From an optimization exercise on the open Yosys and OpenROAD flow, aimed at small area; shortcuts taken in it are not production practice.
In this exercise RTL edits were held to simulation tests only and were not proved equivalent to the original.
Power is estimated from default activity; no workload was simulated.

**run.sh**
```bash
#!/bin/bash
# synth_recipe.tcl (not shown) runs the flow's synth.tcl, then flattens the netlist and writes it again
# the make line also repeats each setting of config.mk as NAME=value (left out here)
make -C /OpenROAD-flow-scripts/flow DESIGN_CONFIG=/design/flow/config.mk WORK_HOME=/design/flow/orfs CLKGATE_MAP_FILE= SYNTH_SCRIPT=/design/flow/synth_recipe.tcl finish
```
**config.mk**
```make
export PLATFORM = sky130hd
export DESIGN_NAME = top
export DESIGN_NICKNAME = top
export VERILOG_FILES = /design/flow/design.v
export SDC_FILE = /design/flow/constraint.sdc
export NUM_CORES = 4
export LEC_CHECK = 0
export CAP_MARGIN = 20
export CORE_MARGIN = 2
export CORE_UTILIZATION = 40
export SLEW_MARGIN = 20
```
**constraint.sdc**
```tcl
create_clock -name core_clock -period 10.0 [get_ports {clk}]
set_input_delay 2.0000 -clock core_clock [delete_from_list [all_inputs] [get_ports {clk}]]
set_output_delay 2.0000 -clock core_clock [all_outputs]
set_load 0.01 [all_outputs]
```
**design.v**
```verilog
package state_enc_one_hot_pkg;
    localparam logic [5:0] PRE_FIRST_IDLE = 6'b000001;
    localparam logic [5:0] IDLE           = 6'b000010;
    localparam logic [5:0] START          = 6'b000100;
    localparam logic [5:0] DATA           = 6'b001000;
    localparam logic [5:0] PARITY         = 6'b010000;
    localparam logic [5:0] STOP           = 6'b100000;
endpackage
import state_enc_one_hot_pkg::*;
module Rx # (
    parameter int W_DATA = 'd8,
    parameter int W_DVSR = 'd16
) (
    input logic clk,
    input logic rst_n,
    input logic [W_DVSR - 1 : 0] dvsr,
    input logic Rx_din,
    output logic [W_DATA - 1 : 0] Rx_dout,
    output logic Rx_done,
    output logic parity_error,
    output logic framing_error
);
    localparam int W_DATA_BIT_NO = $clog2(W_DATA);
    localparam int OVRSMPL = 'd16;
    logic [5:0] state;
    logic [5:0] next_state;
    logic [W_DVSR - 1 : 0] tick_no, next_tick_no;
    logic [W_DATA_BIT_NO - 1 : 0] bit_no, next_bit_no;
    integer max_cnt;
    logic [W_DATA - 1 : 0] next_Rx_dout;
    logic next_Rx_done;
    logic next_parity_error;
    logic next_framing_error;
    always_ff @(posedge clk or negedge rst_n) begin
        if (!rst_n) begin
            state <= IDLE;
            tick_no <= 'd0;
            bit_no <= 'd0;
            max_cnt <= 'd0;
        end
        else begin
            state <= next_state;
            tick_no <= next_tick_no;
            bit_no <= next_bit_no;
            max_cnt <= dvsr * OVRSMPL * 'd2;
        end
    end
    always_comb begin
        next_state = state;
        next_tick_no = tick_no;
        next_bit_no = bit_no;
        case (state)
            IDLE: begin
                if (!Rx_din) begin
                    next_state = START;
                end
            end
            START: begin
                if (tick_no >= ((max_cnt / 'd2)) - 'd1) begin
                    next_state = DATA;
                    next_tick_no = 'd0;
                    next_bit_no = 'd0;
                end
                else begin
                    next_tick_no = tick_no + 'd1;
                end
            end
            DATA: begin
                if (tick_no >= (max_cnt - 'd1)) begin
                    next_tick_no = 'd0;
                    if (bit_no >= (W_DATA - 'd1)) begin
                        next_state = PARITY;
                        next_bit_no = 'd0;
                    end
                    else begin
                        next_bit_no = bit_no + 'd1;
                    end
                end
                else begin
                    next_tick_no = tick_no + 'd1;
                end
            end
            PARITY: begin
                if (tick_no >= (max_cnt - 'd1)) begin
                    next_state = STOP;
                    next_tick_no = 'd0;
                end
                else begin
                    next_tick_no = tick_no + 'd1;
                end
            end
            STOP: begin
                if (tick_no >= (max_cnt - 'd1)) begin
                    next_state = IDLE;
                    next_tick_no = 'd0;
                end
                else begin
                    next_tick_no = tick_no + 'd1;
                end
            end
            default: begin
                next_state = IDLE;
                next_tick_no = 'd0;
                next_bit_no = 'd0;
            end
        endcase
    end
    always_ff @(posedge clk or negedge rst_n) begin
        if (!rst_n) begin
            Rx_dout <= 'd0;
            Rx_done <= 'b0;
            parity_error <= 'b0;
            framing_error <= 'b0;
        end
        else begin
            Rx_dout <= next_Rx_dout;
            Rx_done <= next_Rx_done;
            parity_error <= next_parity_error;
            framing_error <= next_framing_error;
        end
    end
    always_comb begin
        next_Rx_dout = Rx_dout;
        next_Rx_done = Rx_done;
        next_parity_error = parity_error;
        next_framing_error = framing_error;
        case (state)
            IDLE: begin
                next_Rx_dout = 'd0;
                next_Rx_done = 'b0;
                next_parity_error = 'b0;
                next_framing_error = 'b0;
            end
            START: begin
                next_Rx_dout = 'd0;
                next_Rx_done = 'b0;
                next_parity_error = 'b0;
                next_framing_error = 'b0;
            end
            DATA: begin
                if (tick_no >= (max_cnt - 'd1)) begin
                    next_Rx_dout = {Rx_din, Rx_dout[W_DATA - 1 : 1]};
                end
            end
            PARITY: begin
                if (tick_no >= (max_cnt - 'd1)) begin
                    if (^Rx_dout != Rx_din) begin
                        next_parity_error = 'b1;
                    end
                    else begin
                        next_parity_error = 'b0;
                    end
                end
            end
            STOP: begin
                if (tick_no >= (max_cnt - 'd1)) begin
                    next_Rx_done = 'b1;
                    if (Rx_din) begin
                        next_framing_error = 'b0;
                    end
                    else begin
                        next_framing_error = 'b1;
                    end
                end
            end
            default: begin
                next_Rx_dout = 'd0;
                next_Rx_done = 'b0;
                next_parity_error = 'b0;
                next_framing_error = 'b0;
            end
        endcase 
    end
endmodule
import state_enc_one_hot_pkg::*;
module Tx # (
    parameter int W_DATA = 'd8,
    parameter int W_DVSR = 'd16
) (
    input logic clk,
    input logic rst_n,
    input logic [W_DVSR - 1 : 0] dvsr,
    input logic Tx_start,
    input logic [W_DATA - 1 : 0] Tx_din,
    output logic Tx_dout,
    output logic Tx_done
);
    localparam int W_DATA_BIT_NO = $clog2(W_DATA);
    localparam int OVRSMPL = 'd16;
    logic [5:0] state;
    logic [5:0] next_state;
    logic [W_DVSR - 1 : 0] tick_no, next_tick_no;
    logic [W_DATA_BIT_NO - 1 : 0] bit_no, next_bit_no;
    integer max_cnt;
    logic next_Tx_dout;
    logic next_Tx_done;
    always_ff @(posedge clk or negedge rst_n) begin
        if (!rst_n) begin
            state <= PRE_FIRST_IDLE;
            tick_no <= 'd0;
            bit_no <= 'd0;
            max_cnt <= 'd0;
        end
        else begin
            state <= next_state;
            tick_no <= next_tick_no;
            bit_no <= next_bit_no;
            max_cnt <= dvsr * OVRSMPL * 'd2;
        end
    end
    always_comb begin
        next_state = state;
        next_tick_no = tick_no;
        next_bit_no = bit_no;
        case (state)
            PRE_FIRST_IDLE: begin
                next_state = IDLE;
            end
            IDLE: begin
                if (Tx_start) begin
                    next_state = START;
                end
            end
            START: begin
                if (tick_no >= (max_cnt - 'd1)) begin
                    next_state = DATA;
                    next_tick_no = 'd0;
                end
                else begin
                    next_tick_no = tick_no + 'd1;
                end
            end
            DATA: begin
                if (tick_no >= (max_cnt - 'd1)) begin
                    next_tick_no = 'd0;
                    if (bit_no >= (W_DATA - 'd1)) begin
                        next_state = PARITY;
                        next_bit_no = 'd0;
                    end
                    else begin
                        next_bit_no = bit_no + 'd1;
                    end
                end
                else begin
                    next_tick_no = tick_no + 'd1;
                end
            end
            PARITY: begin
                if (tick_no >= (max_cnt - 'd1)) begin
                    next_state = STOP;
                    next_tick_no = 'd0;
                end
                else begin
                    next_tick_no = tick_no + 'd1;
                end
            end
            STOP: begin
                if (tick_no >= (max_cnt - 'd1)) begin
                    next_state = IDLE;
                    next_tick_no = 'd0;
                end
                else begin
                    next_tick_no = tick_no + 'd1;
                end
            end
            default: begin
                next_state = IDLE;
                next_tick_no = 'd0;
                next_bit_no = 'd0;
            end
        endcase
    end
    always_ff @(posedge clk or negedge rst_n) begin
        if (!rst_n) begin
            Tx_dout <= 'b1;
            Tx_done <= 'b0;
        end
        else begin
            Tx_dout <= next_Tx_dout;
            Tx_done <= next_Tx_done;
        end
    end
    always_comb begin
        next_Tx_dout = Tx_dout;
        next_Tx_done = Tx_done;
        case (state)
            PRE_FIRST_IDLE: begin
                next_Tx_dout = 'b1;
                next_Tx_done = 'b0;
            end
            IDLE: begin
                next_Tx_dout = 'b1;
                next_Tx_done = 'b0;
            end
            START: begin
                next_Tx_dout = 'b0;
                next_Tx_done = 'b0;
            end
            DATA: begin
                next_Tx_dout = Tx_din[bit_no];
                next_Tx_done = 'b0;
            end
            PARITY: begin
                next_Tx_dout = ^Tx_din;
                next_Tx_done = 'b0;
            end
            STOP: begin
                next_Tx_dout = 'b1;
                if (tick_no >= (max_cnt - 'd1)) begin
                    next_Tx_done = 'b1;
                end
                else begin
                    next_Tx_done = 'b0;
                end
            end
            default: begin
                next_Tx_dout = 'b1;
                next_Tx_done = 'b0;
            end
        endcase 
    end
endmodule
module FIFO # (
    parameter int W_DATA = 'd8,
    parameter int D_FIFO = 'd8,
    parameter bit FWFT = 1'b0
) (
    input logic clk,
    input logic rst_n,
    input logic wr_en,
    input logic rd_en,
    input logic [W_DATA - 1 : 0] wr_data,
    output logic [W_DATA - 1 : 0] rd_data,
    output logic full,
    output logic empty
);
    localparam int W_PTR = $clog2(D_FIFO);
    logic [W_DATA - 1 : 0] mem [0 : D_FIFO - 1];
    logic [W_PTR : 0] wr_ptr;
    logic [W_PTR : 0] rd_ptr;
    always_comb begin
        full = (wr_ptr [W_PTR - 1 : 0] == rd_ptr [W_PTR - 1 : 0]) && (wr_ptr [W_PTR] != rd_ptr [W_PTR]);
        empty = (wr_ptr == rd_ptr);
    end
    always_ff @(posedge clk or negedge rst_n) begin
        if (!rst_n) begin
            wr_ptr <= 'd0;
            rd_ptr <= 'd0;
        end
        else begin
            if (wr_en && !full) begin
                mem[wr_ptr [W_PTR - 1 : 0]] <= wr_data;
                wr_ptr <= wr_ptr + 1;
            end
            if (rd_en && !empty) begin
                rd_ptr <= rd_ptr + 1;
            end
        end
    end
    generate
        if (FWFT) begin: g_fwft
            assign rd_data = mem[rd_ptr [W_PTR - 1 : 0]];
        end
        else begin: g_reg
            always_ff @(posedge clk or negedge rst_n) begin
                if (!rst_n) begin
                    rd_data <= 'd0;
                end
                else if (rd_en && !empty) begin
                    rd_data <= mem[rd_ptr [W_PTR - 1 : 0]];
                end
            end
        end
    endgenerate
endmodule
module top # (
    parameter int W_DATA = 'd8,
    parameter int W_DVSR = 'd16,
    parameter int D_FIFO = 'd8
) (
    input logic clk,
    input logic rst_n,
    input logic [W_DVSR - 1 : 0] dvsr,
    input logic Rx_din,
    input logic rd_uart,
    input logic wr_uart,
    input logic [W_DATA - 1 : 0] wr_data,
    output logic [W_DATA - 1 : 0] rd_data,
    output logic Tx_dout,
    output logic Rx_full,
    output logic Rx_empty,
    output logic Tx_full,
    output logic parity_error,
    output logic framing_error
);
    logic [W_DATA - 1 : 0] Rx_dout;
    logic Rx_done;
    logic Tx_empty;
    logic Tx_start;
    logic Tx_done;
    logic [W_DATA - 1 : 0] Tx_din;
    assign Tx_start = !Tx_empty && !Tx_done;
    Rx # (
        .W_DATA(W_DATA),
        .W_DVSR(W_DVSR)
    ) Rx_inst (
        .clk(clk),
        .rst_n(rst_n),
        .dvsr(dvsr),
        .Rx_din(Rx_din),
        .Rx_dout(Rx_dout),
        .Rx_done(Rx_done),
        .parity_error(parity_error),
        .framing_error(framing_error)
    );
    FIFO # (
        .W_DATA(W_DATA),
        .D_FIFO(D_FIFO)
    ) Rx_fifo_inst (
        .clk(clk),
        .rst_n(rst_n),
        .wr_en(Rx_done),
        .rd_en(rd_uart),
        .wr_data(Rx_dout),
        .rd_data(rd_data),
        .full(Rx_full),
        .empty(Rx_empty)
    );
    Tx # (
        .W_DATA(W_DATA),
        .W_DVSR(W_DVSR)
    ) Tx_inst (
        .clk(clk),
        .rst_n(rst_n),
        .dvsr(dvsr),
        .Tx_start(Tx_start),
        .Tx_din(Tx_din),
        .Tx_dout(Tx_dout),
        .Tx_done(Tx_done)
    );
    FIFO # (
        .W_DATA(W_DATA),
        .D_FIFO(D_FIFO),
        .FWFT(1)
    ) Tx_fifo_inst (
        .clk(clk),
        .rst_n(rst_n),
        .wr_en(wr_uart),
        .rd_en(Tx_done),
        .wr_data(wr_data),
        .rd_data(Tx_din),
        .full(Tx_full),
        .empty(Tx_empty)
    );
endmodule
```
==> run summary <==
-- registers in the layout, summed over array words and instances, names as in the netlist, 6 cells and up --
register / flops
Tx_fifo_inst.mem: 64
Rx_inst.Rx_dout: 8
Tx_inst.tick_no: 16
Rx_fifo_inst.rd_data: 8
Rx_fifo_inst.mem: 64
Tx_inst.state: 6
Rx_inst.tick_no: 16
Tx_inst.max_cnt: 16
-- metrics by stage --
step                total power (W)  hold WS, ns  instances  worst slack (ns)  instance area (um2)
floorplan                   0.00131        0.456        946              6.32                11300
global placement            0.00140        0.462       1320              5.32                12000
detailed placement          0.00141        0.470       1320              5.18                12000
CTS                         0.00237        0.483       1368              5.19                12900
global route                0.00245        0.502       1368              5.09                12900
finish                      0.00236        0.474       1368              5.27                12900
-- cell families (layout without fill, tap and decap cells) --
group	Yosys count	after routing	share of synthesized area, %
compound gates	241	241	15.8
other cells	1	1	0.0333
flops	230	230	56.8
mux	16	16	1.74
simple gates	277	277	12.5
buf+inv	81	125	2.98
fa+ha+maj	55	55	6.07
xor+xnor	45	45	4.00
-- power by group through the flow --
stage                     clock network, W  logic (W)  registers, W
after detailed placement                 0   0.000293       0.00111
after global routing               0.00102   0.000330       0.00110
after CTS                         0.000986   0.000294       0.00109
after floorplan                          0   0.000217       0.00110
after global placement                   0   0.000290       0.00111
final                             0.000968   0.000295       0.00109
-- cell type report --
cell class / instances / share of cell area, %
Clock buffer: 37 / 5.61
Tap cell: 378 / 3.67
Clock inverter: 11 / 1.21
Sequential cell: 230 / 49.7
Multi-Input combinational cell: 635 / 35.5
Inverter: 33 / 0.962
Timing Repair Buffer: 44 / 3.36
-- layout by cell type (no fill, tap or decap), types with 19 or more instances in the layout --
cell,count
sky130_fd_sc_hd__dfrtp_1,99
sky130_fd_sc_hd__nor3_1,21
sky130_fd_sc_hd__xnor2_1,26
sky130_fd_sc_hd__edfxtp_1,128
sky130_fd_sc_hd__clkbuf_16,26
sky130_fd_sc_hd__nand2_1,65
sky130_fd_sc_hd__nand3_1,31
sky130_fd_sc_hd__ha_1,53
sky130_fd_sc_hd__inv_1,33
sky130_fd_sc_hd__nor2_1,56
sky130_fd_sc_hd__clkdlybuf4s50_1,41
sky130_fd_sc_hd__o21ai_0,44
sky130_fd_sc_hd__a22oi_1,19
sky130_fd_sc_hd__a21oi_1,33
sky130_fd_sc_hd__and3_1,21
-- path summary, 6_finish.rpt --
| path | start | endpoint | slack [ns] | cells past startpoint |
|---|---|---|---|---|
| worst min register to register | Rx_fifo_inst.rd_data[1]$_DFFE_PN0P_ | Rx_fifo_inst.rd_data[1]$_DFFE_PN0P_ | 0.47 | 2 |
| worst max-delay path | Rx_fifo_inst.rd_ptr[2]$_DFFE_PN0P_ | Rx_empty | 5.27 | 4 |
| min in group asynchronous | rst_n | Rx_fifo_inst.rd_data[6]$_DFFE_PN0P_ | 1.41 | 1 |
| max in group asynchronous | rst_n | Tx_inst.max_cnt[14]$_DFF_PN0_ | 7.28 | 2 |
| worst max register to register | Tx_inst.max_cnt[5]$_DFF_PN0_ | Tx_inst.state[5]$_DFFE_PN0P_ | 5.52 | 13 |
| worst min-delay path | Rx_fifo_inst.rd_data[1]$_DFFE_PN0P_ | Rx_fifo_inst.rd_data[1]$_DFFE_PN0P_ | 0.47 | 2 |
-- critical path, delay by kind of cell, from the launching register on --
kind | cells | cell delay [ns]
and+or+nand+nor | 1 | 0.61
buffers and inverters | 2 | 0.60
DFF | 1 | 0.80
xor gates and xnor gates | 1 | 0.16
-- per-layer routing --
metal	vias to the layer above	track usage, %	routed length, um
met4	0	4.49	543
li1	3662	-	-
met1	3730	22.9	11500
met2	139	28.0	11600
met5	-	0	0
met3	39	2.21	912
==> impl_metrics.sql <==
INSERT INTO impl_metrics (metric_group, metric, value, unit) VALUES
('global_route', 'globalRouteTotalUtil', '16.7', '%'),
('worst_setup_path', 'cp_max_fo', '21', ''),
('worst_setup_path', 'critical_path_arrival', '2.73', 'ns'),
('logic_synthesis', 'syn-num-nets', '1028', ''),
('detailed_routing', 'routed-via-count', '7570', ''),
('logic_synthesis', 'synth_seq_cells', '230', ''),
('logic_synthesis', 'postSynth.asyncResetShare', '44.3', '%'),
('sta', 'final-max-slew-violation-count', '0', ''),
('clocking', 'cts_resized', '0', ''),
('final_layout', 'antennaDiodeCount', '0', ''),
('global_route', 'wire_length_of_the_first_global_routing_pass', '39.2', 'mm'),
('worst_setup_path', 'critical_path_end_type', 'primary output', ''),
('final_layout', 'postLayoutCoreUtil', '46.3', '%'),
('clocking', 'postCtsSetupBuffers', '0', ''),
('placement', 'placer_congestion_estimate', '0.815', ''),
('detailed_routing', 'totalWireLength', '24.6', 'mm'),
('pwr', 'leakage', '5.09', 'nW'),
('sta', 'timing.clock.skew', '0.0231', 'ns'),
('placement', 'dp_hpwl', '16.5', 'mm'),
('job', 'maxCapViolCount', '0', ''),
('logic_synthesis', 'synth.top_cell.area_share', '34.1', '%'),
('logic_synthesis', 'synth_top_cell_by_area', 'sky130_fd_sc_hd__edfxtp_1', ''),
('logic_synthesis', 'ys_dominant_reg_cell', 'sky130_fd_sc_hd__edfxtp_1', ''),
('floorplan', 'floorplan.io_pins', '43', ''),
('detailed_routing', 'wl_per_cell', '18.0', 'um'),
('logic_synthesis', 'post_synth_instance_area', '11300', 'um2'),
('clocking', 'cts_made_buffers', '26', ''),
('floorplan', 'floorplan.initialDensity', '40.5', '%'),
('logic_synthesis', 'yosysMostFrequentCell', 'sky130_fd_sc_hd__edfxtp_1', ''),
('clocking', 'cts_hold_buf', '0', ''),
('status', 'run_status', 'complete, no violations', ''),
('sta', 'unrepaired_setup_endpoints_after_global_routing', 'no', ''),
('worst_setup_path', 'worstPathCellList', 'xor2_1 -> or4_1 -> inv_1 -> clkdlybuf4s50_1', ''),
('logic_synthesis', 'ys_warn_count', '6', ''),
('clocking', 'worst_skew_pair.late_latency', '0.55', 'ns'),
('pwr', 'relative_contribution_of_sequential_cells_to_total_power', '46.4', '%'),
('sta', 'worst_pin_slew', '0.897', 'ns'),
('sta', 'worst_slew_margin_rel', '39.7', '%'),
('logic_synthesis', 'synth_edf_count', '128', ''),
('logic_synthesis', 'sequential_cell_area_fraction_in_the_yosys_report', '56.8', '%'),
('pwr', 'switching_share', '26.1', '%'),
('sta', 'fin_crit', '4.73', 'ns'),
('clocking', 'ctsRootBufferMaster', 'sky130_fd_sc_hd__clkbuf_16', ''),
('final_layout', 'area_taken_by_multi_input_logic_gates', '4570', 'um2'),
('worst_setup_path', 'crit_path_top_delay_cell', 'sky130_fd_sc_hd__dfrtp_1', ''),
('detailed_routing', 'avgViaCountPerCell', '5.53', ''),
('pwr', 'max-vdd-ir-drop', '137', 'uV'),
('final_layout', 'filler_cell_count', '2541', ''),
('floorplan', 'die_height', '172', 'um'),
('floorplan', 'floorplan.die.width', '172', 'um'),
('sta', 'fin_setup_tns', '0', 'ns'),
('logic_synthesis', 'cell_variety_after_synth', '84', ''),
('floorplan', 'core_region_area', '27800', 'um2'),
('worst_setup_path', 'timing.critical_path.from_type', 'flop', ''),
('final_layout', 'area.growth.synth_to_final', '14.3', '%'),
('clocking', 'clk_pin_slew', '0.06', 'ns'),
('global_route', 'pin_count_of_the_biggest_net_entering_global_routing', '66', ''),
('global_route', 'first_global_vias', '7417', ''),
('clocking', 'tritoncts_num_sinks', '230', ''),
('logic_synthesis', 'synth.cells.most_frequent', 'sky130_fd_sc_hd__edfxtp_1 (128), sky130_fd_sc_hd__dfrtp_1 (99), sky130_fd_sc_hd__nand2_1 (65)', ''),
('detailed_routing', 'initialDrtViolationCount', '373', ''),
('logic_synthesis', 'synthesis.instances', '946', ''),
('clocking', 'cts_max_level', '1', ''),
('placement', 'io_buffer_count', '42', ''),
('clocking', 'ctsLongestPathBuffers', '3', ''),
('worst_setup_path', 'setup.worst_path.class', 'reg2out', ''),
('final_layout', 'fraction_of_layout_instances_using_a_drive_strength_above_1', '7.78', '%'),
('floorplan', 'placement_rows', '61', ''),
('pwr', 'cellInternalPower', '0.00174', 'W'),
('logic_synthesis', 'postSynthAreaPerCell', '11.9', 'um2'),
('worst_setup_path', 'timing.critical_path.slowest_cell_delay', '0.80', 'ns');

==> port drivers added, routing unchanged <==
The flow's constraints put no driver on any port. The routed layout listed below was extracted and timed again, unchanged, in two steps. Step 1 sets driving cells, clkbuf_16 on the clock port and buf_2 on the other inputs (assumed; they add their load-dependent delay and slew). Step 2 moves the port delays by t, midway between the first and last clock arrival at a register: inputs arrive t later, outputs are due t later. That takes back most of the time a late clock gives input paths. Three values: no drivers, after step 1, after step 2; two values: the first two.
t, ns: 0.589
setup WS [ns]: 5.273 / 5.221 / 5.523
hold slack, ns: 0.474 / 0.474 / 0.474
worst slew at a driven data input, ns: 0.04
After both steps this run still meets setup and hold. The setup slack of this run moves by -0.052 ns with the drivers and by +0.250 ns with both steps.
